This design comes from an exercise in tuning for small area, a short achievable clock period and few clock cycles on the open sky130 flow, not from production work. Only simulation tests tie the RTL to the original design; equivalence was not proved. No activity file was given, so power comes from the tool's default toggle rates.

$ cat flow/design.v
module cpu(clk,reset,N,V,Z, mem_cmd, mem_addr, read_data, write_data);
    input clk, reset;
    input [15:0] read_data;
    output [15:0] write_data;
    output Z, V, N;
    output [8:0] mem_addr;
    output [1:0] mem_cmd;
    localparam [1:0] C_NONE = 2'b00, C_WRITE = 2'b01, C_READ = 2'b10;
    reg [127:0] R;               
    reg        halted;
    reg [1:0]  cmd;              
    reg [8:0]  maddr;            
    reg [15:0] wdata;            
    reg        isf;              
    reg [7:0]  fpc;              
    reg        fv;               
    reg        ldm_v, ldw_v;     
    reg [2:0]  ldm_rd, ldw_rd;
    reg        ldw_kill;         
    reg        fN, fV, fZ;
    assign mem_cmd = cmd;
    assign mem_addr = maddr;
    assign write_data = wdata;
    assign N = fN;
    assign V = fV;
    assign Z = fZ;
    reg [15:0] IR;
    reg        irv;
    reg [2:0]  bidx;             
    wire [2:0] op = IR[15:13];
    wire [1:0] alu = IR[12:11];
    wire [2:0] rn = IR[10:8];
    wire [2:0] rd = IR[7:5];
    wire [1:0] sh = IR[4:3];
    wire [2:0] rm = IR[2:0];
    wire i_ldr  = ~op[2];
    wire i_str  = op[2] & ~op[1] & ~op[0];
    wire i_alu  = op[2] & ~op[1] & op[0];
    wire i_mov  = op[2] & op[1] & ~op[0];
    wire i_halt = op[2] & op[1] & op[0];
    wire i_movi = i_mov & alu[1];
    wire i_cmp  = i_alu & (alu == 2'b01);
    wire i_add  = i_alu & (alu == 2'b00);
    wire i_and  = i_alu & (alu == 2'b10);
    wire i_mvn  = i_alu & (alu == 2'b11);
    wire i_wr   = i_mov | (i_alu & (alu != 2'b01));
    wire [2:0] dst = i_movi ? rn : rd;
    wire use_rn = i_ldr | i_str | (i_alu & (alu != 2'b11));
    wire use_rm = i_alu | (i_mov & ~alu[1]);
    wire use_rd = i_str;
    reg [15:0] A, B;
    reg        xv;
    reg [2:0]  xop;
    wire x_wr   = ~xop[2];
    wire x_cmp  = xop == 3'b100;
    wire x_ldr  = xop == 3'b101;
    wire x_str  = xop == 3'b110;
    wire x_halt = xop == 3'b111;
    reg [2:0]  x_dst;
    reg [4:0]  x_imm5;
    wire [15:0] xres;
    wire rd_x = (use_rn & (rn == x_dst)) | (use_rm & (rm == x_dst)) | (use_rd & (rd == x_dst));
    wire rd_m = (use_rn & (rn == ldm_rd)) | (use_rm & (rm == ldm_rd)) | (use_rd & (rd == ldm_rd));
    wire rd_w = (use_rn & (rn == ldw_rd)) | (use_rm & (rm == ldw_rd)) | (use_rd & (rd == ldw_rd));
    wire r_hazard = (xv & x_ldr & rd_x) | (ldm_v & rd_m) | (ldw_v & rd_w);
    wire x_fire = xv & ~halted & ~(ldw_v & x_wr);
    wire r_go = irv & ~halted & (~xv | x_fire) & ~r_hazard;
    reg [15:0] rfa, rfb;
    integer i;
    always @(*) begin
        rfa = 16'b0;
        rfb = 16'b0;
        for (i = 0; i < 8; i = i + 1) begin
            rfa = rfa | ({16{rn == i}} & R[16*i +: 16]);
            rfb = rfb | ({16{bidx == i}} & R[16*i +: 16]);
        end
    end
    wire ldw_ok = ldw_v & ~ldw_kill;
    wire fa_x = xv & x_wr & (x_dst == rn);
    wire fb_x = xv & x_wr & (x_dst == bidx);
    wire [15:0] ra = fa_x ? xres : rfa;
    wire [15:0] rb = fb_x ? xres : rfb;
    wire s_imm = i_movi;
    wire s_pas = ~i_movi & (i_str | (sh == 2'b00));
    wire s_shl = ~i_movi & ~i_str & (sh == 2'b01);
    wire s_shr = ~i_movi & ~i_str & sh[1];
    wire s_msb = ~i_movi & ~i_str & (sh == 2'b11);
    wire [15:0] imm8 = {{8{IR[7]}}, IR[7:0]};
    wire [15:0] B_n = ({16{s_imm}} & imm8) | ({16{s_pas}} & rb) |
                      ({16{s_shl}} & {rb[14:0], 1'b0}) |
                      ({16{s_shr}} & {s_msb & rb[15], rb[15:1]});
    wire [15:0] A_n = ra ^ {16{i_cmp}};    
    wire [15:0] sum = A + B;
    reg [15:0] xres_r;
    always @(*) begin
        case (xop[1:0])
            2'b00: xres_r = sum;
            2'b01: xres_r = B;
            2'b10: xres_r = A & B;
            default: xres_r = ~B;
        endcase
    end
    assign xres = xres_r;
    wire cN = ~sum[15];
    wire cZ = &sum;
    wire cV = (A[15] == B[15]) & (sum[15] != A[15]);
    wire [8:0] xaddr = A[8:0] + {{4{x_imm5[4]}}, x_imm5};
    integer j;
    wire        we = ldw_ok | (x_fire & x_wr);
    wire [2:0]  widx = ldw_v ? ldw_rd : x_dst;
    wire [15:0] wd = ldw_v ? read_data : xres;
    always @(posedge clk) begin
        for (j = 0; j < 8; j = j + 1)
            if (we && widx == j) R[16*j +: 16] <= wd;
    end
    wire accept = fv & (~irv | r_go);
    wire reject = fv & irv & ~r_go;
    wire [7:0] nf = reject ? fpc - {6'b0, isf, ~isf} : fpc;
    wire mem_go = x_fire & (x_ldr | x_str);
    wire stop = halted | (x_fire & x_halt);
    always @(posedge clk) begin
        if (accept) begin
            IR <= read_data;
            bidx <= (read_data[15:13] == 3'b100) ? read_data[7:5] : read_data[2:0];
        end
        if (r_go) begin
            A <= A_n;
            B <= B_n;
            xop <= i_add ? 3'b000 : i_mov ? 3'b001 : i_and ? 3'b010 : i_mvn ? 3'b011 :
                   i_cmp ? 3'b100 : i_ldr ? 3'b101 : i_str ? 3'b110 : 3'b111;
            x_dst <= dst;
            x_imm5 <= IR[4:0];
        end
        wdata <= B;
        if (x_fire & x_cmp) begin
            fN <= cN;
            fV <= cV;
            fZ <= cZ;
        end
        ldm_rd <= x_dst;
        ldw_rd <= ldm_rd;
        ldw_kill <= x_fire & x_wr & ldm_v & (x_dst == ldm_rd);
    end
    always @(posedge clk) begin
        if (reset) begin
            irv <= 1'b0;
            xv <= 1'b0;
            halted <= 1'b0;
            cmd <= C_READ;
            maddr <= 9'd0;
            isf <= 1'b1;
            fpc <= 8'd1;
            fv <= 1'b0;
            ldm_v <= 1'b0;
            ldw_v <= 1'b0;
        end else begin
            irv <= accept | (irv & ~r_go);
            xv <= r_go | (xv & ~x_fire);
            halted <= stop;
            ldm_v <= x_fire & x_ldr;
            ldw_v <= ldm_v;
            fv <= isf & ~reject;
            if (mem_go) begin
                cmd <= x_ldr ? C_READ : C_WRITE;
                maddr <= xaddr;
                isf <= 1'b0;
                fpc <= nf;
            end else if (stop) begin
                cmd <= C_NONE;
                isf <= 1'b0;
            end else begin
                cmd <= C_READ;
                maddr <= {1'b0, nf};
                isf <= 1'b1;
                fpc <= nf + 8'd1;
            end
        end
    end
endmodule
$ cat flow/run.sh
#!/bin/bash
# synth_recipe.tcl (not shown) runs the flow's synth.tcl, then flattens the netlist and writes it again
# the make line also repeats each setting of config.mk as NAME=value (left out here)
make -C /OpenROAD-flow-scripts/flow DESIGN_CONFIG=/design/flow/config.mk WORK_HOME=/design/flow/orfs CLKGATE_MAP_FILE= SYNTH_SCRIPT=/design/flow/synth_recipe.tcl finish
$ cat flow/config.mk
export PLATFORM = sky130hd
export DESIGN_NAME = cpu
export DESIGN_NICKNAME = cpu
export VERILOG_FILES = /design/flow/design.v
export SDC_FILE = /design/flow/constraint.sdc
export NUM_CORES = 4
export LEC_CHECK = 0
export ABC_AREA = 1
export CAP_MARGIN = 20
export CORE_MARGIN = 2
export CORE_UTILIZATION = 40
export CTS_CLUSTER_DIAMETER = 100
export CTS_CLUSTER_SIZE = 24
export SETUP_SLACK_MARGIN = 4.5
export SLEW_MARGIN = 20
$ cat flow/constraint.sdc
create_clock -name core_clock -period 7.0 [get_ports {clk}]
set_input_delay 1.4000 -clock core_clock [delete_from_list [all_inputs] [get_ports {clk}]]
set_output_delay 1.4000 -clock core_clock [all_outputs]
set_load 0.01 [all_outputs]
==> results of run 1 <==
registers in the layout, indices dropped and copies added (netlist names), 2 cells and up:
| name | flops |
|---|---|
| A | 16 |
| IR | 16 |
| maddr | 9 |
| cmd | 2 |
| x_dst | 3 |
| R | 128 |
| xop | 3 |
| fpc | 8 |
| bidx | 3 |
| B | 16 |
| ldm_rd | 3 |
| ldw_rd | 3 |
| x_imm5 | 5 |
| wdata | 16 |
per-stage QoR:
| stage | worst slack [ns] | power, mW | hold WS (ns) |
|---|---|---|---|
| 2_1_floorplan | 4.50 | 2.42 | 0.343 |
| 3_3_place_gp | 3.72 | 2.72 | 0.402 |
| 3_5_place_dp | 3.72 | 2.73 | 0.415 |
| 4_1_cts | 4.45 | 3.73 | 0.437 |
| 5_1_grt | 4.32 | 4.12 | 0.459 |
| 6_report | 4.41 | 3.95 | 0.446 |
logic make-up (layout without fill, tap and decap cells):
group	after synthesis	in the layout	synth area share (%)
and+or+nand+nor	565	568	20.0
AOI/OAI and AO/OA	287	287	14.0
DFF	242	242	52.7
buffers and inverters	221	378	6.76
xor gates and xnor gates	46	46	3.13
adders and majority gates	30	30	3.09
muxes	3	3	0.263
power breakdown:
part	internal [mW]	leakage [nW]	switching [mW]
Combinational	0.505	4.09	0.787
Clock	0.396	0.200	0.482
Sequential	1.70	2.18	0.0784
Total	2.60	6.47	1.35
worst paths after layout:
path              slack, ns   endpoint  cells after the start  startpoint
hold reg to reg        0.45  wdata[10]                      0       B[10]
setup reg to reg       4.41      B[12]                     15        A[2]
hold / removal         0.45  wdata[10]                      0       B[10]
setup / recovery       4.41      B[12]                     15        A[2]
per-layer routing:
layer	GRT usage, %	vias up	wire (um)	part of all wire, %
met2	39.8	569	19400	47
met1	30.5	5236	16500	40
li1	-	5167	-	-
met4	12.0	0	2270	5.5
met3	3.40	137	3160	7.6
met5	0	-	0	0
repair_timing:
item,CTS,global route
endpoints found under the setup margin,233,208
cloned,2,1
resized for setup,170,192
setup buffers,67,52
pin swaps,26,68
cell usage after synthesis (3+ instances only):
master and count:
nand2_1 320, edfxtp_1 193, inv_1 160, nor2_1 89
o21ai_0 78, nand3_1 76, a21oi_1 60, dfxtp_1 49
a221oi_1 46, o22ai_1 39, xor2_1 35, ha_1 27
clkbuf_1 21, buf_2 18, nor3_1 15, o21ai_1 15
inv_2 13, nand4_1 13, nand2_2 12, a31oi_1 11
xnor2_1 11, a22oi_1 9, nand3_2 8, nor3_2 6
o2111ai_1 6, nand2_4 5, nand3b_1 5, o221ai_1 5
o211ai_1 4, or2_2 4, buf_4 3, fa_1 3
mux2_2 3, nor2_8 3
final cells by class:
type | instances | area, um2
Timing Repair Buffer | 183 | 1570
Clock inverter | 3 | 28.8
Sequential cell | 242 | 6780
Fill cell | 2753 | 15300
Clock buffer | 16 | 379
Inverter | 176 | 693
Tap cell | 402 | 503
Multi-Input combinational cell | 934 | 6390
critical path, cell delays in order, from the launching register on:
cell and delay, ns:
edfxtp_1 0.50, ha_4 0.32, nand2_4 0.11, nor3_4 0.05, buf_4 0.14, buf_6 0.11
buf_6 0.10, o211ai_1 0.23, nand2_1 0.08, nand2_1 0.08, nand2_2 0.08, o21ai_4 0.23
nand3_2 0.13, nand2_4 0.10, nand2_1 0.07, nand3_2 0.11
==> run notes, run 1 <==
status=complete, no violations; largest net degree at the start of global routing=38; worst-path maximum fanout=3; first-pass GRT wire length=61100 um; number of flops mapped to enable cells by yosys=193; post-synth top area cell=edfxtp_1; FMAX=0.386 GHz; Util after Layout=51.7%; ratio of cells with drive above 1 in the final layout=27.6%; leakage=6.47 nW; Nets=1599; Post-DRT Antenna Nets=0; area added between synthesis and finish=27.2%; Hold-fix buffers, CTS=0; syn avg cell area=9.22 um2; synth unique cells=57; row cnt=65; DR DRC count=0; Design Area, Final=0.0164 mm2; synthesized area=0.0129 mm2; Buffers on Ports=47; DIE WIDTH=183 um; Worst-Margin Slew=0.993 ns; worst IR drop on VDD=133 uV; DR WL/cell=21.1 um; initial cell density of the core=40.6%; RSZ-0062 raised after global routing=yes; First-pass DRT Iterations=5; commonest non-fill, non-tap cell in the layout=nand2_1; initial DRC count=1124; Seq/Total Area, Yosys=52.7%; placed instance count=1815; Worst Setup Path Type=register to register; clk buf depth=3; dpl cell area=0.0138 mm2; Post-synth top flop=edfxtp_1; vias in the first global route=10.7k; die area=0.0336 mm2; final setup violation count=0; Layout Skew=0.0227 ns; core area=0.0316 mm2; post-synth top area share=45.1%; final weighted congestion in routability-driven placement=0.969; most frequent cells in the layout=nand2_1 (268), edfxtp_1 (193), inv_1 (156); Final Hold Viols=0; CTS H-Tree Depth=1; CP Data Arrival Time=2.95 ns; detailed-route wire length=41300 um; CTS Sinks=242; gr usage total=23.9%; startpoint types=register; MaxCap Viol Count=0; CTS tree=built; top post-synthesis cells by area=edfxtp_1 (45%), nand2_1 (9.3%), dfxtp_1 (7.6%); Max Slew Vio Count=0; post-synthesis instance total=1394; Finished Layout Cells=1956; vias=11.1k; pwr dens=242 mW/mm2; CP endpoint kind=register; final worst path period share=37.0%; Ant. Diodes=0; post-synth net total=1442; Crit path required time=7.36 ns; initial antenna violation count=0; Vias/cell=5.68; min Tclk post-route=2.59 ns; yosys warns=1; CTS Buf Count=14; type of the most critical hold path=register to register; Ports=48; Max-slew headroom=33.5%; async set or reset register ratio after synthesis=0%; synthesis-stage register bit count=242; die height=183 um; Overflow after GRT=0; Clock Tree Root=clkbuf_16; clk latency of the worst-skew pair=0.51 ns; Detail Placement HPWL=27100 um; Setup TNS=0 ns; Reg clk slew, reported paths=0.10 ns
Testbench counts, summed over its fixed seeds: cycles 17,825.
==> run 2: changes to the inputs <==
--- a/flow/config.mk
+++ b/flow/config.mk
@@ -11,5 +11,5 @@
 export CORE_UTILIZATION = 40
 export CTS_CLUSTER_DIAMETER = 100
 export CTS_CLUSTER_SIZE = 24
-export SETUP_SLACK_MARGIN = 4.5
+export SETUP_SLACK_MARGIN = 5.0
 export SLEW_MARGIN = 20
==> run notes, run 2 <==
die area=0.0336 mm2 (unchanged); Logic pwr share=36.5% (was 32.7%); async set or reset register ratio after synthesis=0% (unchanged); first-pass GRT wire length=65500 um (was 61100 um); Post-synth top flop=edfxtp_1 (unchanged); Post-DRT Antenna Nets=0 (unchanged); Psw=1.51 mW (was 1.35 mW); slowest cell on the critical path=edfxtp_1 (unchanged); startpoint types=register (unchanged); Layout Skew=0.0294 ns (was 0.0227 ns); Clock Tree Root=clkbuf_16 (unchanged); final hold slack=0.457 ns (was 0.446 ns); detailed-route wire length=45400 um (was 41300 um); final weighted congestion in routability-driven placement=0.914 (was 0.969); Hold-fix buffers, CTS=0 (unchanged); Seq/Total Area, Yosys=52.7% (unchanged); DIE WIDTH=183 um (unchanged); MaxCap Viol Count=0 (unchanged); RR Startpoint=A[0] (was A[2]); power share of the clock group=21.8% (was 22.2%); initial cell density of the core=40.6% (unchanged); synthesis-stage register bit count=242 (unchanged); CTS H-Tree Depth=1 (unchanged); Max-slew headroom=30.2% (was 33.5%); post-synth top area cell=edfxtp_1 (unchanged); Hold Crit Start=B[14] (was B[10]); First-pass DRT Iterations=6 (was 5); worst-path maximum fanout=3 (unchanged); pwr dens=239 mW/mm2 (was 242 mW/mm2); yosys warns=1 (unchanged); Sw Ratio=35.2% (was 34.1%); CTS tree=built (unchanged); post-synth top area share=45.1% (unchanged); Worst Setup Path Type=register to register (unchanged); RSZ-0062 raised after global routing=yes (unchanged); core area=0.0316 mm2 (unchanged); Detail Placement HPWL=27300 um (was 27100 um); type of the most critical hold path=register to register (unchanged); vias=11.8k (was 11.1k); slowest cell delay on critical path=0.46 ns (was 0.50 ns); post-synthesis instance total=1394 (unchanged); worst IR drop on VDD=139 uV (was 133 uV); Buffers on Ports=47 (unchanged); die height=183 um (unchanged); number of flops mapped to enable cells by yosys=193 (unchanged); syn avg cell area=9.22 um2 (unchanged); leakage=7.07 nW (was 6.47 nW); DR WL/cell=22.4 um (was 21.1 um); area added between synthesis and finish=39.5% (was 27.2%); Max Slew Vio Count=0 (unchanged); top post-synthesis cells by area=edfxtp_1 (45%), nand2_1 (9.3%), dfxtp_1 (7.6%) (unchanged); final setup violation count=0 (unchanged); row cnt=65 (unchanged); Setup TNS=0 ns (unchanged); most frequent cells in the layout=nand2_1 (240), edfxtp_1 (193), inv_1 (143) (was nand2_1 (268), edfxtp_1 (193), inv_1 (156)); CTS Buf Count=15 (was 14); clk latency of the worst-skew pair=0.52 ns (was 0.51 ns); gr usage total=25.8% (was 23.9%); Worst-Margin Slew=1.04 ns (was 0.993 ns); initial DRC count=1247 (was 1124); CP Cell Sequence=ha_2, fa_2, buf_4, xor2_2, nand2_1, a32o_2, nand2_2, o41ai_4, inv_1, a211o_1 (was ha_4, nand2_4, nor3_4, buf_4, buf_6, buf_6, o211ai_1, nand2_1, nand2_1, nand2_2, o21ai_4, nand3_2, nand2_4, nand2_1, nand3_2); CTS Sinks=242 (unchanged); P_int=2.78 mW (was 2.60 mW); Overflow after GRT=0 (unchanged); FMAX=0.379 GHz (was 0.386 GHz); Nets=1663 (was 1599); DR DRC count=0 (unchanged); Ports=48 (unchanged); final worst path period share=37.7% (was 37.0%); Crit path required time=7.26 ns (was 7.36 ns); Reg clk slew, reported paths=0.10 ns (about the same); Largest Register=R (unchanged); Worst Hold End=wdata[14] (was wdata[10]); hold depth=0 (unchanged); Reg power frac=41.7% (was 45.1%); Ant. Diodes=0 (unchanged); vias in the first global route=11.1k (was 10.7k); min Tclk post-route=2.64 ns (was 2.59 ns); synth unique cells=57 (unchanged); synth cell count leaders=nand2_1 (320), edfxtp_1 (193), inv_1 (160), nor2_1 (89), o21ai_0 (78) (unchanged); commonest non-fill, non-tap cell in the layout=nand2_1 (unchanged); Vias/cell=5.82 (was 5.68); status=complete, no violations (unchanged); CP Data Arrival Time=2.90 ns (was 2.95 ns); Reg2Reg Depth=10 (was 15); initial antenna violation count=0 (unchanged); R2R Setup Slk=4.36 ns (was 4.41 ns); largest net degree at the start of global routing=26 (was 38); Largest register FFs=128 (unchanged); CP endpoint kind=register (unchanged); Fillers=2576 (was 2753); clk buf depth=3 (unchanged); ratio of cells with drive above 1 in the final layout=38.1% (was 27.6%); Final Hold Viols=0 (unchanged); count leader, synth=nand2_1 (unchanged); post-synth net total=1442 (unchanged); synthesized area=0.0129 mm2 (unchanged); RR Endpoint=B[1] (was B[12])
==> run 2: cell types whose count changed in the layout (fill, tap and decap cells not counted), moves of 11 or more <==
cell / previous run / this run
nor2_1: 74 / 58
nor2_4: 11 / 22
buf_2: 3 / 15
buf_6: 10 / 51
o21ai_4: 18 / 37
nand2_1: 268 / 240
dfxtp_1: 44 / 33
dfxtp_2: 5 / 16
buf_4: 118 / 134
nand2_2: 50 / 69
inv_1: 156 / 143
buf_12: 7 / 22
==> run 2: final cells by class <==
cell class              count  area [um2]  share of cell area (%)
repair buffers            246        2410                    13.4
inverters                 176         724                    4.04
well taps                 402         503                    2.80
clock inverters             6        65.1                   0.363
clock buffers              16         379                    2.11
flip-flops and latches    242        6800                    37.9
multi-input cells         934        7050                    39.3
==> run 2: what timing repair did <==
item | 4_1_cts | 5_1_grt
cloned | 6 | 1
endpoints found under the setup margin | 415 | 357
gates resized for setup | 386 | 156
pin swaps | 85 | 98
setup buffers | 139 | 44
hold endpoints to repair | 0 | 0
==> run 2: how the worst max path moves through the flow <==
stage | startpoint | to | slack, ns | depth (start not counted)
5_1_grt | A[2] | fZ | 4.34 | 12
3_5_place_dp | ldw_v | R[92] | 3.80 | 5
2_1_floorplan | IR[10] | fpc[4] | 4.54 | 18
6_report | A[0] | B[1] | 4.36 | 10
4_1_cts | A[0] | B[11] | 4.53 | 12
3_3_place_gp | xop[1] | R[64] | 3.64 | 5
==> run 2: routing by layer <==
layer | routed length [um] | GRT usage (%)
met1 | 17500 | 32.9
met2 | 21600 | 42.7
met3 | 3800 | 4.33
met4 | 2490 | 12.3
met5 | 0 | 0
==> run 2: critical path, delay by kind of cell, from the launching register on <==
kind	cells	cell delay, ns
flip-flops	1	0.46
AND/OR/NAND/NOR	2	0.16
adder cells (fa/ha/maj)	2	0.63
buffers and inverters	2	0.32
AO/OA/AOI/OAI	3	0.65
XOR/XNOR	1	0.15
==> run 2: kinds of logic (layout without fill, tap and decap cells) <==
group / after synthesis / count (layout) / synth area share, %
and+or+nand+nor: 565 / 568 / 20.0
xor gates and xnor gates: 46 / 46 / 3.13
adders and majority gates: 30 / 30 / 3.09
muxes: 3 / 3 / 0.263
AOI/OAI and AO/OA: 287 / 287 / 14.0
DFF: 242 / 242 / 52.7
buffers and inverters: 221 / 444 / 6.76
==> run 2: per-stage QoR <==
stage          instance area (um2)  cells  setup WS, ns  utilization, %  power, mW
2_1_floorplan                13200   1394          4.54               -       2.48
3_3_place_gp                 14100   1809          3.64            44.6       2.78
3_5_place_dp                 14100   1810          3.80            44.6       2.79
4_1_cts                      16900   1977          4.53            53.4       4.06
5_1_grt                      17900   2022          4.34            56.7       4.47
6_report                     17900   2022          4.36            56.7       4.30
==> run 2: power groups by stage <==
| stage | Clock [mW] | Combinational, mW | Sequential [mW] |
|---|---|---|---|
| floorplan | 0 | 0.684 | 1.79 |
| global placement | 0 | 0.957 | 1.83 |
| detailed placement | 0 | 0.965 | 1.83 |
| CTS | 0.954 | 1.32 | 1.79 |
| global route | 1.00 | 1.67 | 1.80 |
| finish | 0.935 | 1.57 | 1.79 |
==> run 3: changes to the inputs <==
--- a/flow/config.mk
+++ b/flow/config.mk
@@ -11,5 +11,5 @@
 export CORE_UTILIZATION = 40
 export CTS_CLUSTER_DIAMETER = 100
 export CTS_CLUSTER_SIZE = 24
-export SETUP_SLACK_MARGIN = 5.0
+export SETUP_SLACK_MARGIN = 4.25
 export SLEW_MARGIN = 20
==> run notes, run 3 <==
Hold-fix buffers, CTS=0 (unchanged); top post-synthesis cells by area=edfxtp_1 (45%), nand2_1 (9.3%), dfxtp_1 (7.6%) (unchanged); leakage=6.00 nW (was 7.07 nW); core area=0.0316 mm2 (unchanged); area added between synthesis and finish=16.5% (was 39.5%); detailed-route wire length=39800 um (was 45400 um); Synth Area in Compound Gates=14.0% (unchanged); synthesized area=0.0129 mm2 (unchanged); vias=10.6k (was 11.8k); Setup TNS=0 ns (unchanged); synthesis-stage register bit count=242 (unchanged); Ant. Diodes=0 (unchanged); final setup violation count=0 (unchanged); vias in the first global route=10.2k (was 11.1k); initial antenna violation count=0 (unchanged); number of flops mapped to enable cells by yosys=193 (unchanged); slowest cell on the critical path=clkdlybuf4s50_1 (was edfxtp_1); initial DRC count=896 (was 1247); post-synthesis instance total=1394 (unchanged); async set or reset register ratio after synthesis=0% (unchanged); Post-synth top flop=edfxtp_1 (unchanged); dpl cell area=0.0138 mm2 (was 0.0141 mm2); CP Data Arrival Time=1.31 ns (was 2.90 ns); post-synth net total=1442 (unchanged); RSZ-0062 raised after global routing=yes (unchanged); Crit path required time=5.60 ns (was 7.26 ns); first-pass GRT wire length=59700 um (was 65500 um); Detail Placement HPWL=27400 um (was 27300 um); final weighted congestion in routability-driven placement=0.925 (was 0.914); Buffers on Ports=47 (unchanged); status=complete, no violations (unchanged); Post-DRT Antenna Nets=0 (unchanged); type of the most critical hold path=register to register (unchanged); pwr dens=248 mW/mm2 (was 239 mW/mm2); row cnt=65 (unchanged); DIE WIDTH=183 um (unchanged); post-synth top area share=45.1% (unchanged); die height=183 um (unchanged); Worst Path Buf+Inv=1 (was 2); worst IR drop on VDD=129 uV (was 139 uV); Nets=1529 (was 1663); XOR/XNOR Fraction of Synth Area=3.13% (unchanged); Max Slew Vio Count=0 (unchanged); die area=0.0336 mm2 (unchanged); Design Area, Final=0.0150 mm2 (was 0.0179 mm2); syn avg cell area=9.22 um2 (unchanged); simple-gate share of the synthesized area=20.0% (unchanged); initial cell density of the core=40.6% (unchanged); CTS tree=built (unchanged); CTS H-Tree Depth=1 (unchanged); DR WL/cell=21.1 um (was 22.4 um); placed instance count=1816 (was 1810); clk buf depth=3 (unchanged); mux contribution to synthesized area=0.263% (unchanged); yosys warns=1 (unchanged); Worst-Margin Slew=1.08 ns (was 1.04 ns); largest net degree at the start of global routing=38 (was 26); Reg clk slew, reported paths=0.11 ns (was 0.10 ns); Vias/cell=5.61 (was 5.82); slowest cell delay on critical path=0.52 ns (was 0.46 ns); final worst path period share=38.6% (was 37.7%); Max-slew headroom=27.8% (was 30.2%); Layout Skew=0.0238 ns (was 0.0294 ns); count leader, synth=nand2_1 (unchanged); most frequent cells in the layout=nand2_1 (313), edfxtp_1 (193), inv_1 (159) (was nand2_1 (240), edfxtp_1 (193), inv_1 (143)); clk latency of the worst-skew pair=0.50 ns (was 0.52 ns); commonest non-fill, non-tap cell in the layout=nand2_1 (unchanged); MaxCap Viol Count=0 (unchanged); Design Power=3.71 mW (was 4.30 mW); worst-path maximum fanout=1 (was 3); CP top delay family=buffers and inverters (was compound AO/OA/AOI/OAI gates); ratio of cells with drive above 1 in the final layout=14.3% (was 38.1%); min Tclk post-route=2.71 ns (was 2.64 ns); Worst Setup Path Type=register to output port (was register to register); synth unique cells=57 (unchanged); synth cell count leaders=nand2_1 (320), edfxtp_1 (193), inv_1 (160), nor2_1 (89), o21ai_0 (78) (unchanged); Clock Tree Root=clkbuf_16 (unchanged); First-pass DRT Iterations=5 (was 6); Largest register FFs=128 (unchanged); startpoint types=register (unchanged); post-synth top area cell=edfxtp_1 (unchanged); gr usage total=23.2% (was 25.8%); Final Hold Viols=0 (unchanged); Overflow after GRT=0 (unchanged); Ports=48 (unchanged); largest family of logic cells by synthesized area=simple AND/OR/NAND/NOR gates (unchanged); CTS Buf Count=14 (was 15); Largest Register=R (unchanged); CP Cell Sequence=clkdlybuf4s50_1 (was ha_2, fa_2, buf_4, xor2_2, nand2_1, a32o_2, nand2_2, o41ai_4, inv_1, a211o_1); DR DRC count=0 (unchanged); Finished Layout Cells=1887 (was 2022); Seq/Total Area, Yosys=52.7% (unchanged); CP endpoint kind=output port (was register); FMAX=0.370 GHz (was 0.379 GHz); CTS Sinks=242 (unchanged); Adder-Cell Fraction of Synth Area=3.09% (unchanged)
-- run 3: cell counts after synthesis --
Identical to the previous run, type by type.
-- run 3: worst reg2reg max path: stages (launching register included) --
cell      delay [ns]
edfxtp_1        0.49
ha_4            0.34
nand2_1         0.09
nor3_2          0.24
nor2_2          0.10
o21ai_2         0.23
xor2_2          0.12
nand2_1         0.08
nand2_1         0.05
o21ai_1         0.29
o21ai_2         0.15
a21oi_1         0.15
nand3_1         0.09
-- run 3: layout make-up --
| class | count | area, um2 |
|---|---|---|
| Fill cell | 2999 | 16700 |
| Tap cell | 402 | 503 |
| Timing Repair Buffer | 114 | 1010 |
| Inverter | 176 | 676 |
| Multi-Input combinational cell | 933 | 5590 |
| Clock buffer | 17 | 383 |
| Clock inverter | 3 | 42.5 |
| Sequential cell | 242 | 6780 |
-- run 3: worst paths after layout --
path	startpoint	end	slack, ns	cells after the start
max	wdata[7]	write_data[7]	4.29	1
min	B[0]	wdata[0]	0.45	0
max reg2reg	B[2]	B[8]	4.33	12
min reg2reg	B[0]	wdata[0]	0.45	0
-- run 3: metal layers --
| layer | wire length, um | vias up | part of all wire [%] | GRT usage [%] |
|---|---|---|---|---|
| met2 | 18500 | 451 | 47 | 38.0 |
| met5 | 0 | - | 0 | 0 |
| met3 | 2670 | 92 | 6.7 | 2.22 |
| met4 | 1630 | 0 | 4.1 | 9.76 |
| li1 | - | 5020 | - | - |
| met1 | 17000 | 5020 | 43 | 31.7 |
-- run 3: power by group --
| group | total, mW | switching [mW] | internal (mW) |
|---|---|---|---|
| sequential | 1.78 | 0.0807 | 1.70 |
| combinational | 1.03 | 0.662 | 0.368 |
| clock | 0.902 | 0.484 | 0.418 |
-- run 3: cell families after synthesis --
family | after synthesis
AOI/OAI and AO/OA | 287
xor gates and xnor gates | 46
adders and majority gates | 30
buffers and inverters | 221
DFF | 242
muxes | 3
and+or+nand+nor | 565
-- run 3: repair_timing --
| action | CTS | global route |
|---|---|---|
| pin swaps | 5 | 14 |
| setup buffers | 13 | 36 |
| cloned | 2 | 0 |
| gates resized for setup | 57 | 59 |
| endpoints found under the setup margin | 200 | 145 |
-- run 3: through the flow --
step           hold slack (ns)  utilization, %  setup slack, ns
3_3_place_gp             0.402            43.6             3.70
3_5_place_dp             0.422            43.6             3.62
6_report                 0.447            47.4             4.29
5_1_grt                  0.448            47.4             4.17
4_1_cts                  0.442            45.6             4.25
2_1_floorplan            0.343               -             4.38
==> run 4: changes to the inputs <==
==> flow/config.mk (replaced) <==
export PLATFORM = sky130hd
export DESIGN_NAME = cpu
export DESIGN_NICKNAME = cpu
export VERILOG_FILES = /design/flow/design.v
export SDC_FILE = /design/flow/constraint.sdc
export NUM_CORES = 4
export LEC_CHECK = 0
export ABC_AREA = 0
export CAP_MARGIN = 20
export CORE_MARGIN = 2
export CORE_UTILIZATION = 55
export CTS_CLUSTER_DIAMETER = 100
export CTS_CLUSTER_SIZE = 24
export PLACE_DENSITY = 0.75
export SETUP_SLACK_MARGIN = 4.5
export SLEW_MARGIN = 20
==> run notes, run 4 <==
R2R Setup Slk=3.88 ns (was 4.33 ns); worst-path maximum fanout=5 (was 1); final worst path period share=44.6% (was 38.6%); largest net degree at the start of global routing=47 (was 38); yosys warns=1 (unchanged); CTS Buf Count=14 (unchanged); post-synth top area share=44.1% (was 45.1%); MaxCap Viol Count=0 (unchanged); Max Slew Vio Count=0 (unchanged); post-synth top area cell=edfxtp_1 (unchanged); DR DRC count=0 (unchanged); Post-DRT Antenna Nets=0 (unchanged); pwr dens=230 mW/mm2 (was 248 mW/mm2); async set or reset register ratio after synthesis=0% (unchanged); Ant. Diodes=0 (unchanged); area added between synthesis and finish=27.5% (was 16.5%); RSZ-0062 raised after global routing=yes (unchanged); Layout Skew=0.0241 ns (was 0.0238 ns); slowest cell on the critical path=edfxtp_1 (was clkdlybuf4s50_1); CP Data Arrival Time=3.47 ns (was 1.31 ns); detailed-route wire length=43000 um (was 39800 um); initial cell density of the core=56.0% (was 40.6%); core area=0.0235 mm2 (was 0.0316 mm2); gr usage total=31.4% (was 23.2%); CP top delay family=multiplexers (was buffers and inverters); initial antenna violation count=0 (unchanged); Hold Crit Start=B[15] (was B[0]); First-pass DRT Iterations=7 (was 5); DR WL/cell=26.3 um (was 21.1 um); first-pass GRT wire length=59200 um (was 59700 um); count leader, synth=edfxtp_1 (was nand2_1); Worst Path Buf+Inv=0 (was 1); Nets=1356 (was 1529); leakage=6.03 nW (was 6.00 nW); hold depth=0 (unchanged); critical path startpoint=IR[1] (was wdata[7]); number of flops mapped to enable cells by yosys=193 (unchanged); status=complete, no violations (unchanged); Max-slew headroom=30.9% (was 27.8%); Largest Register=R (unchanged); Worst Setup Path Type=register to register (was register to output port); most frequent cells in the layout=edfxtp_1 (193), buf_4 (96), nand2_1 (90) (was nand2_1 (313), edfxtp_1 (193), inv_1 (159)); min Tclk post-route=3.12 ns (was 2.71 ns); Detail Placement HPWL=23700 um (was 27400 um); type of the most critical hold path=register to register (unchanged); final setup violation count=0 (unchanged); synth cell count leaders=edfxtp_1 (193), nand2_1 (94), a21oi_1 (78), nor2_1 (71) (was nand2_1 (320), edfxtp_1 (193), inv_1 (160), nor2_1 (89), o21ai_0 (78)); synthesized area=0.0132 mm2 (was 0.0129 mm2); Clock Tree Root=clkbuf_16 (unchanged); clk latency of the worst-skew pair=0.50 ns (about the same); DIE WIDTH=159 um (was 183 um); final worst setup slack=3.88 ns (was 4.29 ns); post-synth net total=1225 (was 1442); most frequent CP cell=mux2_4; Seq/Total Area, Yosys=51.5% (was 52.7%); Setup WS pre-CTS=3.11 ns (was 3.62 ns); vias=11.1k (was 10.6k); top post-synthesis cells by area=edfxtp_1 (44%), dfxtp_1 (7.5%), mux4_2 (3.8%) (was edfxtp_1 (45%), nand2_1 (9.3%), dfxtp_1 (7.6%)); ratio of cells with drive above 1 in the final layout=30.7% (was 14.3%); synthesis-stage register bit count=242 (unchanged); syn avg cell area=11.2 um2 (was 9.22 um2); post-synthesis instance total=1177 (was 1394); startpoint types=register (unchanged); commonest non-fill, non-tap cell in the layout=edfxtp_1 (was nand2_1); vias in the first global route=10.1k (was 10.2k); Ports=48 (unchanged); row cnt=56 (was 65); CTS Sinks=242 (unchanged); Setup TNS=0 ns (unchanged); Final Hold Viols=0 (unchanged); Largest register FFs=128 (unchanged); RR Endpoint=fpc[4] (was B[8]); CTS H-Tree Depth=1 (unchanged); Vias/cell=6.82 (was 5.61); slowest cell delay on critical path=0.56 ns (was 0.52 ns); FMAX=0.320 GHz (was 0.370 GHz); Overflow after GRT=0 (unchanged); synth unique cells=76 (was 57); Hold-fix buffers, CTS=0 (unchanged); Crit path required time=7.35 ns (was 5.60 ns); worst IR drop on VDD=294 uV (was 129 uV); clk buf depth=3 (unchanged); Reg2Reg Depth=13 (was 12); Worst Hold End=wdata[15] (was wdata[0]); final weighted congestion in routability-driven placement=0.942 (was 0.925); initial DRC count=1681 (was 896); Fillers=1482 (was 2999); Worst-Margin Slew=1.04 ns (was 1.08 ns); die height=159 um (was 183 um); die area=0.0252 mm2 (was 0.0336 mm2); CP Cell Sequence=xnor2_1, nand4_1, o21ai_2, nor4_4, a21oi_4, mux2_4, ha_4, nand2b_4, mux2_4, nor3b_2, o21ai_1, xor2_1, nor2_1 (was clkdlybuf4s50_1); Post-synth top flop=edfxtp_1 (unchanged); Buffers on Ports=47 (unchanged); Reg clk slew, reported paths=0.10 ns (was 0.11 ns); CP endpoint kind=register (was output port); CTS tree=built (unchanged); RR Startpoint=IR[1] (was B[2])
## run 4: logic make-up after synthesis
kind of cell	after synthesis	share of synthesized area, %
AO/OA/AOI/OAI	320	16.1
XOR/XNOR	79	5.26
adder cells (fa/ha/maj)	30	3.03
buffers and inverters	103	2.96
flip-flops	242	51.5
multiplexers	90	9.29
AND/OR/NAND/NOR	313	11.8
## run 4: cell type report
cell class                      count  area, um2  share of cell area [%]
Clock buffer                       23        427                    2.54
Clock inverter                      1       20.0                   0.119
Inverter                           26        109                   0.649
Multi-Input combinational cell    832       7080                    42.2
Sequential cell                   242       6780                    40.5
Tap cell                          319        399                    2.38
Timing Repair Buffer              188       1920                    11.5
Timing Repair inverter              4       30.0                   0.179
## run 4: power by group
part / leakage, nW / total (mW) / switching (mW) / internal, mW
clock: 0.215 / 0.925 / 0.493 / 0.432
combinational: 3.64 / 1.20 / 0.658 / 0.539
sequential: 2.18 / 1.74 / 0.0717 / 1.67
total: 6.03 / 3.86 / 1.22 / 2.64
## run 4: how the worst max path moves through the flow
stage | cells past startpoint | to | slack, ns
after floorplan | 13 | fpc[4] | 4.01
after global routing | 13 | fpc[4] | 3.76
after CTS | 14 | fpc[4] | 3.97
after detailed placement | 13 | fpc[4] | 3.11
final | 13 | fpc[4] | 3.88
after global placement | 13 | fpc[4] | 3.25
## run 4: what timing repair did
action	in CTS	in global routing
cloned	8	7
pin swaps	55	65
buffers inserted	69	41
gates resized for setup	210	136
hold endpoints to repair	0	0
setup endpoints to repair	348	272
## run 4: per-layer routing
metal  up-vias  GRT usage (%)  share of wire (%)
li1       4720              -                  -
met1      5302           40.7                 35
met2       915           51.6                 46
met3       210           5.55                 12
met4         0           14.5                6.7
met5         -              0                  0
## run 4: metrics by stage
step	instance area, um2	cells	total power, mW	util (%)	hold WS [ns]
after detailed placement	14000	1486	2.54	59.6	0.405
after floorplan	13300	1177	2.30	-	0.346
after global placement	14000	1486	2.52	59.6	0.406
after global routing	16800	1635	3.97	71.4	0.446
after CTS	15800	1587	3.62	67.4	0.426
final	16800	1635	3.86	71.4	0.440
==> run 5: changes to the inputs <==
--- a/flow/config.mk
+++ b/flow/config.mk
@@ -5,7 +5,7 @@
 export SDC_FILE = /design/flow/constraint.sdc
 export NUM_CORES = 4
 export LEC_CHECK = 0
-export ABC_AREA = 0
+export ABC_AREA = 1
 export CAP_MARGIN = 20
 export CORE_MARGIN = 2
 export CORE_UTILIZATION = 55
==> run notes, run 5 <==
post-synthesis instance total=1394 (was 1177); initial cell density of the core=56.4% (was 56.0%); syn avg cell area=9.22 um2 (was 11.2 um2); ratio of cells with drive above 1 in the final layout=23.7% (was 30.7%); Max Slew Vio Count=0 (unchanged); Layout Skew=0.0299 ns (was 0.0241 ns); FMAX=0.391 GHz (was 0.320 GHz); Detail Placement HPWL=25900 um (was 23700 um); RR Startpoint=B[1] (was IR[1]); Hold Crit Start=ldm_rd[0] (was B[15]); initial antenna violation count=0 (unchanged); min Tclk post-route=2.56 ns (was 3.12 ns); First-pass DRT Iterations=7 (unchanged); Crit path required time=7.24 ns (was 7.35 ns); Worst-Margin Slew=0.949 ns (was 1.04 ns); top post-synthesis cells by area=edfxtp_1 (45%), nand2_1 (9.3%), dfxtp_1 (7.6%) (was edfxtp_1 (44%), dfxtp_1 (7.5%), mux4_2 (3.8%)); worst-path maximum fanout=5 (unchanged); commonest non-fill, non-tap cell in the layout=nand2_1 (was edfxtp_1); row cnt=55 (was 56); Clock Tree Root=clkbuf_16 (unchanged); P_int=2.54 mW (was 2.64 mW); yosys warns=1 (unchanged); number of flops mapped to enable cells by yosys=193 (unchanged); post-synth net total=1442 (was 1225); core area=0.0228 mm2 (was 0.0235 mm2); Psw=1.32 mW (was 1.22 mW); count leader, synth=nand2_1 (was edfxtp_1); initial DRC count=1539 (was 1681); CTS Sinks=242 (unchanged); RSZ-0062 raised after global routing=yes (unchanged); Buffers on Ports=47 (unchanged); Logic pwr share=31.0% (about the same); MaxCap Viol Count=0 (unchanged); clk buf depth=3 (unchanged); vias in the first global route=10.4k (was 10.1k); most frequent cells in the layout=nand2_1 (287), edfxtp_1 (193), inv_1 (156) (was edfxtp_1 (193), buf_4 (96), nand2_1 (90)); CTS Buf Count=14 (unchanged); post-synth top area cell=edfxtp_1 (unchanged); pwr dens=247 mW/mm2 (was 230 mW/mm2); clk latency of the worst-skew pair=0.51 ns (was 0.50 ns); DR DRC count=0 (unchanged); first-pass GRT wire length=59100 um (was 59200 um); die area=0.0246 mm2 (was 0.0252 mm2); Vias/cell=6.15 (was 6.82); async set or reset register ratio after synthesis=0% (unchanged); Largest register FFs=128 (unchanged); status=complete, no violations (unchanged); CP endpoint kind=register (unchanged); RR Endpoint=A[8] (was fpc[4]); Final Hold Viols=0 (unchanged); Nets=1560 (was 1356); largest net degree at the start of global routing=38 (was 47); Worst Setup Path Type=register to register (unchanged); leakage=6.18 nW (was 6.03 nW); CP Data Arrival Time=2.79 ns (was 3.47 ns); die height=157 um (was 159 um); DR WL/cell=22.3 um (was 26.3 um); synthesized area=0.0129 mm2 (was 0.0132 mm2); power share of the clock group=22.8% (was 24.0%); CP Cell Sequence=buf_6, fa_2, a21oi_4, o21ai_4, xor2_2, nand2_1, o21ai_1, nand2_2, nand2_1, nand2_2, xor2_2 (was xnor2_1, nand4_1, o21ai_2, nor4_4, a21oi_4, mux2_4, ha_4, nand2b_4, mux2_4, nor3b_2, o21ai_1, xor2_1, nor2_1); Post-synth top flop=edfxtp_1 (unchanged); detailed-route wire length=40800 um (was 43000 um); final worst path period share=36.5% (was 44.6%); post-synth top area share=45.1% (was 44.1%); Post-DRT Antenna Nets=0 (unchanged); Util after Layout=68.6% (was 71.4%); Finished Layout Cells=1829 (was 1635); DIE WIDTH=157 um (was 159 um); synth cell count leaders=nand2_1 (320), edfxtp_1 (193), inv_1 (160), nor2_1 (89), o21ai_0 (78) (was edfxtp_1 (193), nand2_1 (94), a21oi_1 (78), nor2_1 (71)); slowest cell on the critical path=edfxtp_1 (unchanged); R2R Setup Slk=4.44 ns (was 3.88 ns); Ant. Diodes=0 (unchanged); CTS tree=built (unchanged); Worst Hold End=ldw_rd[0] (was wdata[15]); worst IR drop on VDD=189 uV (was 294 uV); gr usage total=32.0% (was 31.4%); CTS H-Tree Depth=1 (unchanged); final weighted congestion in routability-driven placement=0.963 (was 0.942); synth unique cells=57 (was 76); Ports=48 (unchanged); startpoint types=register (unchanged); Seq/Total Area, Yosys=52.7% (was 51.5%); type of the most critical hold path=register to register (unchanged); vias=11.2k (was 11.1k); Sw Ratio=34.2% (was 31.7%); Overflow after GRT=0 (unchanged); Reg power frac=46.2% (was 45.0%); Largest Register=R (unchanged); synthesis-stage register bit count=242 (unchanged); hold depth=0 (unchanged); final setup violation count=0 (unchanged); Max-slew headroom=36.5% (was 30.9%); slowest cell delay on critical path=0.52 ns (was 0.56 ns); Setup TNS=0 ns (unchanged); Design Power=3.86 mW (about the same); placed instance count=1729 (was 1486); area added between synthesis and finish=21.5% (was 27.5%); Reg2Reg Depth=11 (was 13); Reg clk slew, reported paths=0.10 ns (about the same)
==> run 5: cell count changes after synthesis, moves of 18 or more <==
cell / change
inv_1: +135
nand2_1: +226
xnor2_1: -37
o22ai_1: +33
mux4_2: -22
a21oi_1: -18
mux2_2: -31
mux2i_1: -32
nor2_1: +18
a221oi_1: +26
nand3_1: +50
clkbuf_1: -44
nor2b_1: -23
==> run 5: final cells by class <==
cell class,count,area (um2)
fillers,1738,7160
well taps,313,392
clock inverters,2,27.5
inverters,176,684
repair buffers,145,1190
multi-input cells,933,6160
flip-flops and latches,242,6780
clock buffers,18,387
==> run 5: how the worst max path moves through the flow <==
stage                      start      to  slack, ns
after global routing        B[3]   B[11]       4.38
after CTS                   B[3]   A[11]       4.49
after detailed placement  xop[1]   R[64]       3.70
after floorplan           IR[10]  fpc[4]       4.50
after global placement    xop[1]   R[80]       3.77
final                       B[1]    A[8]       4.44
==> run 5: worst max-delay path, delay by kind of cell, from the launching register on <==
family,cells,cell delay (ns)
simple gates,4,0.38
fa+ha+maj,1,0.42
buf+inv,1,0.17
flops,1,0.52
xor+xnor,2,0.39
compound gates,3,0.41
==> run 5: kinds of logic (layout without fill, tap and decap cells) <==
logic type	Yosys count	count (layout)	synth area share (%)
flops	242	242	52.7
mux	3	3	0.263
buf+inv	221	341	6.76
simple gates	565	567	20.0
compound gates	287	287	14.0
fa+ha+maj	30	30	3.09
xor+xnor	46	46	3.13
==> run 5: power groups by stage <==
stage               Clock [mW]  Combinational (mW)  Sequential (mW)
floorplan                    0               0.629             1.79
global route             0.927                1.28             1.79
finish                   0.881                1.20             1.78
CTS                      0.880                1.01             1.78
detailed placement           0               0.901             1.82
global placement             0               0.895             1.82
==> run 5: metal layers <==
layer / share of wire, % / track usage (%) / up-vias
met3: 10 / 4.98 / 183
met5: 0 / 0 / -
met1: 36 / 41.6 / 5251
met4: 6.1 / 15.4 / 0
met2: 47 / 52.6 / 741
li1: - / - / 5069
==> run 5: metrics by stage <==
| step | instance area, um2 | worst slack (ns) | hold WS, ns |
|---|---|---|---|
| 2_1_floorplan | 12900 | 4.50 | 0.343 |
| 3_3_place_gp | 13700 | 3.77 | 0.414 |
| 3_5_place_dp | 13700 | 3.70 | 0.425 |
| 4_1_cts | 14800 | 4.49 | 0.428 |
| 5_1_grt | 15600 | 4.38 | 0.441 |
| 6_report | 15600 | 4.44 | 0.422 |
==> run 5: timing repair <==
action / in CTS / in global routing
pin swaps: 20 / 43
setup buffers: 45 / 33
hold buffers: 0 / 0
hold endpoints to repair: 0 / 0
endpoints found under the setup margin: 231 / 192
gates resized for setup: 142 / 163
cloned: 2 / 0
==> run 6: changes to the inputs <==
--- a/flow/config.mk
+++ b/flow/config.mk
@@ -12,5 +12,5 @@
 export CTS_CLUSTER_DIAMETER = 100
 export CTS_CLUSTER_SIZE = 24
 export PLACE_DENSITY = 0.75
-export SETUP_SLACK_MARGIN = 4.5
+export SETUP_SLACK_MARGIN = 4.0
 export SLEW_MARGIN = 20
==> run notes, run 6 <==
die area=0.0246 mm2 (unchanged); clk buf depth=3 (unchanged); Worst-Margin Slew=1.09 ns (was 0.949 ns); Final Hold Viols=0 (unchanged); top post-synthesis cells by area=edfxtp_1 (45%), nand2_1 (9.3%), dfxtp_1 (7.6%) (unchanged); placed instance count=1730 (was 1729); Reg power frac=49.7% (was 46.2%); area added between synthesis and finish=11.3% (was 21.5%); synthesis-stage register bit count=242 (unchanged); Fillers=1923 (was 1738); ratio of cells with drive above 1 in the final layout=9.63% (was 23.7%); Hold Crit Start=B[14] (was ldm_rd[0]); Worst Path Buf+Inv=2 (was 1); yosys warns=1 (unchanged); initial cell density of the core=56.4% (unchanged); Reg2Reg Depth=6 (was 11); vias in the first global route=9990 (was 10.4k); Worst Hold End=wdata[14] (was ldw_rd[0]); CTS H-Tree Depth=1 (unchanged); Finished Layout Cells=1767 (was 1829); RSZ-0062 raised after global routing=no (was yes); core area=0.0228 mm2 (unchanged); Crit path required time=7.25 ns (was 7.24 ns); Psw=1.16 mW (was 1.32 mW); status=complete, no violations (unchanged); Sw Ratio=32.4% (was 34.2%); RR Startpoint=bidx[2] (was B[1]); First-pass DRT Iterations=6 (was 7); synth cell count leaders=nand2_1 (320), edfxtp_1 (193), inv_1 (160), nor2_1 (89), o21ai_0 (78) (unchanged); final setup violation count=0 (unchanged); first-pass GRT wire length=55900 um (was 59100 um); power share of the clock group=24.0% (was 22.8%); Logic pwr share=26.3% (was 31.0%); Post-DRT Antenna Nets=0 (unchanged); worst-path maximum fanout=16 (was 5); vias=10.6k (was 11.2k); R2R Setup Slk=4.04 ns (was 4.44 ns); hold depth=0 (unchanged); DR WL/cell=20.8 um (was 22.3 um); Design Power=3.59 mW (was 3.86 mW); CTS tree=built (unchanged); min Tclk post-route=2.96 ns (was 2.56 ns); CTS Buf Count=14 (unchanged); Worst Setup Path Type=register to register (unchanged); Overflow after GRT=0 (unchanged); largest net degree at the start of global routing=38 (unchanged); Max-slew headroom=27.2% (was 36.5%); leakage=5.65 nW (was 6.18 nW); Vias/cell=6.00 (was 6.15); Ant. Diodes=0 (unchanged); Detail Placement HPWL=25600 um (was 25900 um); CP Data Arrival Time=3.21 ns (was 2.79 ns); DIE WIDTH=157 um (unchanged); synth unique cells=57 (unchanged); Setup TNS=0 ns (unchanged); post-synth top area share=45.1% (unchanged); detailed-route wire length=36700 um (was 40800 um); P_int=2.42 mW (was 2.54 mW); final hold slack=0.450 ns (was 0.422 ns); Nets=1498 (was 1560); initial antenna violation count=0 (unchanged); Layout Skew=0.0195 ns (was 0.0299 ns); CTS Sinks=242 (unchanged); final worst path period share=42.3% (was 36.5%); commonest non-fill, non-tap cell in the layout=nand2_1 (unchanged); CP endpoint kind=register (unchanged); RR Endpoint=B[1] (was A[8]); startpoint types=register (unchanged); Clock Tree Root=clkbuf_16 (unchanged); Ports=48 (unchanged); synthesized area=0.0129 mm2 (unchanged); Util after Layout=62.8% (was 68.6%); row cnt=55 (unchanged); initial DRC count=1208 (was 1539); post-synthesis instance total=1394 (unchanged); CP top delay family=compound AO/OA/AOI/OAI gates (was flip-flops); CP Cell Sequence=inv_2, nand3_1, o2111ai_1, o41ai_1, inv_1, a211o_1 (was buf_6, fa_2, a21oi_4, o21ai_4, xor2_2, nand2_1, o21ai_1, nand2_2, nand2_1, nand2_2, xor2_2); die height=157 um (unchanged); post-synth top area cell=edfxtp_1 (unchanged); post-synth net total=1442 (unchanged); Buffers on Ports=47 (unchanged); Hold-fix buffers, CTS=0 (unchanged); MaxCap Viol Count=0 (unchanged); Seq/Total Area, Yosys=52.7% (unchanged); slowest cell delay on critical path=0.83 ns (was 0.52 ns); final weighted congestion in routability-driven placement=0.947 (was 0.963); type of the most critical hold path=register to register (unchanged); worst IR drop on VDD=218 uV (was 189 uV); Largest register FFs=128 (unchanged); FMAX=0.338 GHz (was 0.391 GHz); async set or reset register ratio after synthesis=0% (unchanged); syn avg cell area=9.22 um2 (unchanged); Reg clk slew, reported paths=0.10 ns (about the same); count leader, synth=nand2_1 (unchanged); pwr dens=251 mW/mm2 (was 247 mW/mm2); clk latency of the worst-skew pair=0.50 ns (was 0.51 ns); number of flops mapped to enable cells by yosys=193 (unchanged); Largest Register=R (unchanged); most frequent cells in the layout=nand2_1 (319), edfxtp_1 (193), inv_1 (159) (was nand2_1 (287), edfxtp_1 (193), inv_1 (156)); DR DRC count=0 (unchanged); Max Slew Vio Count=0 (unchanged); slowest cell on the critical path=nand3_1 (was edfxtp_1); Post-synth top flop=edfxtp_1 (unchanged); gr usage total=30.2% (was 32.0%)
-- run 6: worst max-delay path by stage --
stage	slack (ns)	startpoint	depth (start not counted)	endpoint
6_report	4.04	bidx[2]	6	B[1]
5_1_grt	3.98	xop[1]	9	maddr[6]
4_1_cts	4.02	B[0]	11	R[108]
3_5_place_dp	3.66	xop[0]	9	IR[1]
3_3_place_gp	3.69	xop[0]	9	IR[1]
2_1_floorplan	4.09	IR[15]	11	IR[0]
-- run 6: cell type report --
cell class | instances | area (um2) | share of cell area [%]
clock buffers | 18 | 387 | 2.70
clock inverters | 2 | 27.5 | 0.192
flip-flops and latches | 242 | 6780 | 47.4
well taps | 313 | 392 | 2.74
repair buffers | 83 | 741 | 5.18
multi-input cells | 933 | 5320 | 37.2
inverters | 176 | 669 | 4.68
-- run 6: logic make-up after synthesis --
family	count (synthesis)	synth area share (%)
adder cells (fa/ha/maj)	30	3.09
flip-flops	242	52.7
multiplexers	3	0.263
AND/OR/NAND/NOR	565	20.0
XOR/XNOR	46	3.13
AO/OA/AOI/OAI	287	14.0
buffers and inverters	221	6.76
-- run 6: metrics by stage --
stage / worst slack (ns) / area (um2)
after floorplan: 4.09 / 12900
after global placement: 3.69 / 13700
after detailed placement: 3.66 / 13700
after CTS: 4.02 / 14100
after global routing: 3.98 / 14300
final: 4.04 / 14300
-- run 6: routing by layer --
| metal | vias up | GRT usage [%] | wire length (um) |
|---|---|---|---|
| met5 | - | 0 | 0 |
| met4 | 0 | 15.0 | 1950 |
| met3 | 129 | 5.12 | 3640 |
| met2 | 591 | 48.3 | 16700 |
| met1 | 4928 | 39.9 | 14500 |
| li1 | 4958 | - | - |
-- run 6: worst reg2reg max path, delay by kind of cell, from the launching register on --
kind,cells,cell delay [ns]
and+or+nand+nor,1,0.83
buffers and inverters,2,0.26
AOI/OAI and AO/OA,3,1.14
DFF,1,0.50
-- run 6: power groups by stage --
stage,sequential [mW],combinational (mW),clock (mW)
6_report,1.78,0.945,0.862
5_1_grt,1.79,1.03,0.915
4_1_cts,1.78,0.902,0.874
3_5_place_dp,1.82,0.892,0
3_3_place_gp,1.82,0.885,0
2_1_floorplan,1.79,0.624,0
-- run 6: timing repair --
action                                  in CTS  in global routing
cloned                                       1                  1
setup buffers                                0                 15
endpoints found under the setup margin      85                169
pin swaps                                    1                  2
gates resized for setup                     11                 23
==> run 7: changes to the inputs <==
--- a/flow/config.mk
+++ b/flow/config.mk
@@ -12,5 +12,5 @@
 export CTS_CLUSTER_DIAMETER = 100
 export CTS_CLUSTER_SIZE = 24
 export PLACE_DENSITY = 0.75
-export SETUP_SLACK_MARGIN = 4.0
+export SETUP_SLACK_MARGIN = 4.25
 export SLEW_MARGIN = 20
==> run notes, run 7 <==
status=complete, no violations (unchanged); Post-DRT Antenna Nets=0 (unchanged); Design Area, Final=0.0148 mm2 (was 0.0143 mm2); hold depth=0 (unchanged); final worst setup slack=4.28 ns (was 4.04 ns); Hold-fix buffers, CTS=0 (unchanged); pwr dens=249 mW/mm2 (was 251 mW/mm2); initial antenna violation count=0 (unchanged); DIE WIDTH=157 um (unchanged); final hold slack=0.435 ns (was 0.450 ns); Setup WS pre-CTS=3.62 ns (was 3.66 ns); vias in the first global route=10.2k (was 9990); placed instance count=1728 (was 1730); Buffers on Ports=47 (unchanged); Vias/cell=6.04 (was 6.00); synth cell count leaders=nand2_1 (320), edfxtp_1 (193), inv_1 (160), nor2_1 (89), o21ai_0 (78) (unchanged); slowest cell on the critical path=clkdlybuf4s50_1 (was nand3_1); area of the multi-input gates=0.00557 mm2 (was 0.00532 mm2); post-synth top area share=45.1% (unchanged); synthesis-stage register bit count=242 (unchanged); final setup violation count=0 (unchanged); worst-path maximum fanout=1 (was 16); yosys warns=1 (unchanged); Design Power=3.68 mW (was 3.59 mW); startpoint types=register (unchanged); CP Cell Sequence=clkdlybuf4s50_1 (was inv_2, nand3_1, o2111ai_1, o41ai_1, inv_1, a211o_1); FMAX=0.368 GHz (was 0.338 GHz); clk buf depth=3 (unchanged); DR WL/cell=21.3 um (was 20.8 um); largest net degree at the start of global routing=38 (unchanged); Clock Tree Root=clkbuf_16 (unchanged); CTS Buf Count=14 (unchanged); slowest cell delay on critical path=0.52 ns (was 0.83 ns); count leader, synth=nand2_1 (unchanged); P_int=2.46 mW (was 2.42 mW); CP Data Arrival Time=1.32 ns (was 3.21 ns); post-synthesis instance total=1394 (unchanged); Final Hold Viols=0 (unchanged); Ports=48 (unchanged); First-pass DRT Iterations=6 (unchanged); Worst Setup Path Type=register to output port (was register to register); row cnt=55 (unchanged); Worst Path Buf+Inv=1 (was 2); post-synth top area cell=edfxtp_1 (unchanged); async set or reset register ratio after synthesis=0% (unchanged); power share of the clock group=23.9% (was 24.0%); top post-synthesis cells by area=edfxtp_1 (45%), nand2_1 (9.3%), dfxtp_1 (7.6%) (unchanged); RSZ-0062 raised after global routing=yes (was no); leakage=5.94 nW (was 5.65 nW); ratio of cells with drive above 1 in the final layout=14.3% (was 9.63%); synth unique cells=57 (unchanged); min Tclk post-route=2.72 ns (was 2.96 ns); Worst-Margin Slew=1.08 ns (was 1.09 ns); CTS tree=built (unchanged); Worst Hold End=wdata[0] (was wdata[14]); Sw Ratio=33.2% (was 32.4%); Reg power frac=48.4% (was 49.7%); DR DRC count=0 (unchanged); Detail Placement HPWL=26000 um (was 25600 um); Largest Register=R (unchanged); first-pass GRT wire length=57100 um (was 55900 um); area added between synthesis and finish=15.1% (was 11.3%); post-synth net total=1442 (unchanged); RR Endpoint=B[12] (was B[1]); Layout Skew=0.0183 ns (was 0.0195 ns); Psw=1.22 mW (was 1.16 mW); sequential cell area=0.00678 mm2 (about the same); vias=10.8k (was 10.6k); commonest non-fill, non-tap cell in the layout=nand2_1 (unchanged); Finished Layout Cells=1792 (was 1767); CTS H-Tree Depth=1 (unchanged); R2R Setup Slk=4.32 ns (was 4.04 ns); final worst path period share=38.8% (was 42.3%); clk latency of the worst-skew pair=0.51 ns (was 0.50 ns); initial DRC count=1279 (was 1208); type of the most critical hold path=register to register (unchanged); final weighted congestion in routability-driven placement=0.927 (was 0.947); CP endpoint kind=output port (was register); Reg2Reg Depth=13 (was 6); dpl cell area=0.0137 mm2 (about the same); Setup TNS=0 ns (unchanged); gr usage total=30.8% (was 30.2%); CP top delay family=buffers and inverters (was compound AO/OA/AOI/OAI gates); number of flops mapped to enable cells by yosys=193 (unchanged); syn avg cell area=9.22 um2 (unchanged); CTS Sinks=242 (unchanged); Largest register FFs=128 (unchanged); die area=0.0246 mm2 (unchanged); Hold Crit Start=B[0] (was B[14]); worst IR drop on VDD=292 uV (was 218 uV); Nets=1523 (was 1498); Overflow after GRT=0 (unchanged); Ant. Diodes=0 (unchanged); Reg clk slew, reported paths=0.10 ns (about the same); Max Slew Vio Count=0 (unchanged); core area=0.0228 mm2 (unchanged); Crit path required time=5.60 ns (was 7.25 ns); Fillers=1840 (was 1923); Max-slew headroom=28.0% (was 27.2%); die height=157 um (unchanged); Post-synth top flop=edfxtp_1 (unchanged); MaxCap Viol Count=0 (unchanged); Util after Layout=64.9% (was 62.8%); most frequent cells in the layout=nand2_1 (313), edfxtp_1 (193), inv_1 (159) (was nand2_1 (319), edfxtp_1 (193), inv_1 (159)); Logic pwr share=27.7% (was 26.3%); detailed-route wire length=38300 um (was 36700 um); synthesized area=0.0129 mm2 (unchanged); initial cell density of the core=56.4% (unchanged); RR Startpoint=B[8] (was bidx[2]); Seq/Total Area, Yosys=52.7% (unchanged)
[run 7: cell counts after synthesis]
Identical to the previous run, type by type.
[run 7: layer usage]
layer	routed length [um]	global-route usage [%]	share of wire, %	vias to the layer above
li1	-	-	-	5010
met5	0	0	0	-
met3	3570	4.35	9.3	134
met1	15000	41.1	39	5041
met2	17600	48.9	46	633
met4	2140	16.3	5.6	0
[run 7: worst max-delay path by stage]
stage / start / to / slack, ns / depth (start not counted)
global route: IR[8] / fpc[4] / 4.14 / 17
detailed placement: xop[1] / IR[15] / 3.62 / 8
global placement: xop[1] / IR[11] / 3.70 / 8
finish: wdata[6] / write_data[6] / 4.28 / 1
floorplan: IR[15] / IR[0] / 4.38 / 11
CTS: ldw_v / R[44] / 4.19 / 6
[run 7: area by class of cell]
| cell class | instances | area share (%) |
|---|---|---|
| sequential | 242 | 45.8 |
| multi-input combinational | 933 | 37.7 |
| timing repair buffer | 108 | 6.55 |
| inverter | 176 | 4.52 |
| tap | 313 | 2.65 |
| clock buffer | 18 | 2.61 |
| clock inverter | 2 | 0.169 |
[run 7: cell families after synthesis]
group                    share of synthesized area, %
AND/OR/NAND/NOR                                  20.0
buffers and inverters                            6.76
adder cells (fa/ha/maj)                          3.09
flip-flops                                       52.7
XOR/XNOR                                         3.13
AO/OA/AOI/OAI                                    14.0
multiplexers                                    0.263
[run 7: what timing repair did]
| item | 4_1_cts | 5_1_grt |
|---|---|---|
| setup buffers | 17 | 25 |
| cloned | 2 | 0 |
| resized for setup | 61 | 60 |
| hold endpoints to repair | 0 | 0 |
| pin swaps | 5 | 9 |
| setup endpoints to repair | 217 | 163 |
[run 7: power by group through the flow]
stage | registers [mW] | logic [mW] | clock network, mW
after floorplan | 1.79 | 0.625 | 0
after global placement | 1.82 | 0.882 | 0
after detailed placement | 1.82 | 0.892 | 0
after CTS | 1.78 | 0.924 | 0.882
after global routing | 1.79 | 1.11 | 0.923
final | 1.78 | 1.02 | 0.880
==> run 8: changes to the inputs <==
--- a/flow/config.mk
+++ b/flow/config.mk
@@ -8,9 +8,9 @@
 export ABC_AREA = 1
 export CAP_MARGIN = 20
 export CORE_MARGIN = 2
-export CORE_UTILIZATION = 55
+export CORE_UTILIZATION = 65
 export CTS_CLUSTER_DIAMETER = 100
 export CTS_CLUSTER_SIZE = 24
-export PLACE_DENSITY = 0.75
+export PLACE_DENSITY = 0.85
 export SETUP_SLACK_MARGIN = 4.25
 export SLEW_MARGIN = 20
==> run notes, run 8 <==
MaxCap Viol Count=0 (unchanged); count leader, synth=nand2_1 (unchanged); type of the most critical hold path=register to register (unchanged); post-synth net total=1442 (unchanged); Crit path required time=7.22 ns (was 5.60 ns); Layout Skew=0.0358 ns (was 0.0183 ns); Max Slew Vio Count=0 (unchanged); syn avg cell area=9.22 um2 (unchanged); Design Area, Final=0.0149 mm2 (was 0.0148 mm2); die area=0.0209 mm2 (was 0.0246 mm2); synth cell count leaders=nand2_1 (320), edfxtp_1 (193), inv_1 (160), nor2_1 (89), o21ai_0 (78) (unchanged); status=complete, no violations (unchanged); Nets=1531 (was 1523); Post-DRT Antenna Nets=0 (unchanged); CP Cell Sequence=ha_4, a21oi_1, o21ai_2, a21oi_1, nand2_1, xor2_1, nand2_1, nand2_1, nand2_1, o21ai_1 (was clkdlybuf4s50_1); met3 WL=4840 um (was 3570 um); min Tclk post-route=2.75 ns (was 2.72 ns); Clock Tree Root=clkbuf_16 (unchanged); CTS tree=built (unchanged); Ant. Diodes=0 (unchanged); DR WL/cell=21.8 um (was 21.3 um); CTS H-Tree Depth=1 (unchanged); CP top delay family=compound AO/OA/AOI/OAI gates (was buffers and inverters); row cnt=51 (was 55); Reg clk slew, reported paths=0.10 ns (about the same); worst-path maximum fanout=8 (was 1); slowest cell on the critical path=edfxtp_1 (was clkdlybuf4s50_1); CP endpoint kind=register (was output port); Setup TNS=0 ns (unchanged); Buffers on Ports=47 (unchanged); largest net degree at the start of global routing=38 (unchanged); top post-synthesis cells by area=edfxtp_1 (45%), nand2_1 (9.3%), dfxtp_1 (7.6%) (unchanged); yosys warns=1 (unchanged); Worst Setup Path Type=register to register (was register to output port); most frequent CP cell=nand2_1; post-synthesis instance total=1394 (unchanged); Overflow after GRT=0 (unchanged); vias=11.2k (was 10.8k); initial antenna violation count=0 (unchanged); Finished Layout Cells=1756 (was 1792); Seq/Total Area, Yosys=52.7% (unchanged); Worst Path Buf+Inv=0 (was 1); detailed-route wire length=38400 um (was 38300 um); initial DRC count=1449 (was 1279); number of flops mapped to enable cells by yosys=193 (unchanged); synthesis-stage register bit count=242 (unchanged); final worst path period share=39.2% (was 38.8%); async set or reset register ratio after synthesis=0% (unchanged); RSZ-0062 raised after global routing=yes (unchanged)
## run 8: cell count changes in the layout (fill, tap and decap cells not counted), sizes merged
| cell | change |
|---|---|
| clkbuf | +5 |
| buf | +8 |
| inv | -4 |
| dlymetal6s2s | +5 |
| clkdlybuf4s50 | -2 |
| clkinvlp | +2 |
| dlygate4sd2 | -3 |
| clkinv | +1 |
## run 8: worst paths after layout
kind / cells after the start / slack [ns] / start / endpoint
worst max-delay path: 10 / 4.25 / A[8] / R[9]
worst min-delay path: 0 / 0.44 / B[14] / wdata[14]
worst min register to register: 0 / 0.44 / B[14] / wdata[14]
worst max register to register: 10 / 4.25 / A[8] / R[9]
## run 8: cell type report
cell class / instances / area, um2 / area share [%]
clock buffer: 23 / 405 / 2.73
clock inverter: 1 / 30.0 / 0.202
inverter: 176 / 679 / 4.57
multi-input combinational: 933 / 5600 / 37.7
sequential: 242 / 6780 / 45.6
tap: 265 / 332 / 2.23
timing repair buffer: 116 / 1030 / 6.93
## run 8: what timing repair did
item / 4_1_cts / 5_1_grt
buffers inserted: 15 / 36
gates cloned: 2 / 0
setup endpoints to repair: 187 / 164
resized for setup: 50 / 76
pin swaps: 5 / 11
## run 8: where the power goes
part           total, mW  leakage, nW  internal, mW  switching [mW]
combinational       1.04         3.64         0.373           0.670
sequential          1.78         2.17          1.70          0.0832
clock              0.890        0.206         0.411           0.479
total               3.72         6.02          2.48            1.23
## run 8: metal layers
| layer | GRT usage (%) | vias up |
|---|---|---|
| met1 | 45.7 | 5085 |
| met5 | 0 | - |
| met3 | 6.42 | 198 |
| met2 | 58.9 | 865 |
| met4 | 19.5 | 0 |
| li1 | - | 5032 |
## run 8: cell families (layout without fill, tap and decap cells)
logic type | after synthesis | count (layout) | synth area share [%]
DFF | 242 | 242 | 52.7
muxes | 3 | 3 | 0.263
xor gates and xnor gates | 46 | 46 | 3.13
and+or+nand+nor | 565 | 567 | 20.0
AOI/OAI and AO/OA | 287 | 287 | 14.0
buffers and inverters | 221 | 316 | 6.76
adders and majority gates | 30 | 30 | 3.09
## run 8: through the flow
| step | hold WS [ns] | setup WS (ns) | util [%] |
|---|---|---|---|
| 2_1_floorplan | 0.343 | 4.38 | - |
| 3_3_place_gp | 0.409 | 3.80 | 69.9 |
| 3_5_place_dp | 0.427 | 3.74 | 69.9 |
| 4_1_cts | 0.448 | 4.25 | 73.1 |
| 6_report | 0.441 | 4.25 | 76.3 |
| 5_1_grt | 0.452 | 4.17 | 76.3 |

Re-timed with assumed drivers on the ports (clkbuf_16 on the clock, buf_2 on other inputs), run 8 has 4.254 ns of setup slack against 4.254 ns with ideal ports, and 3.914 ns once port delays also move by the mid clock arrival of 0.532 ns.
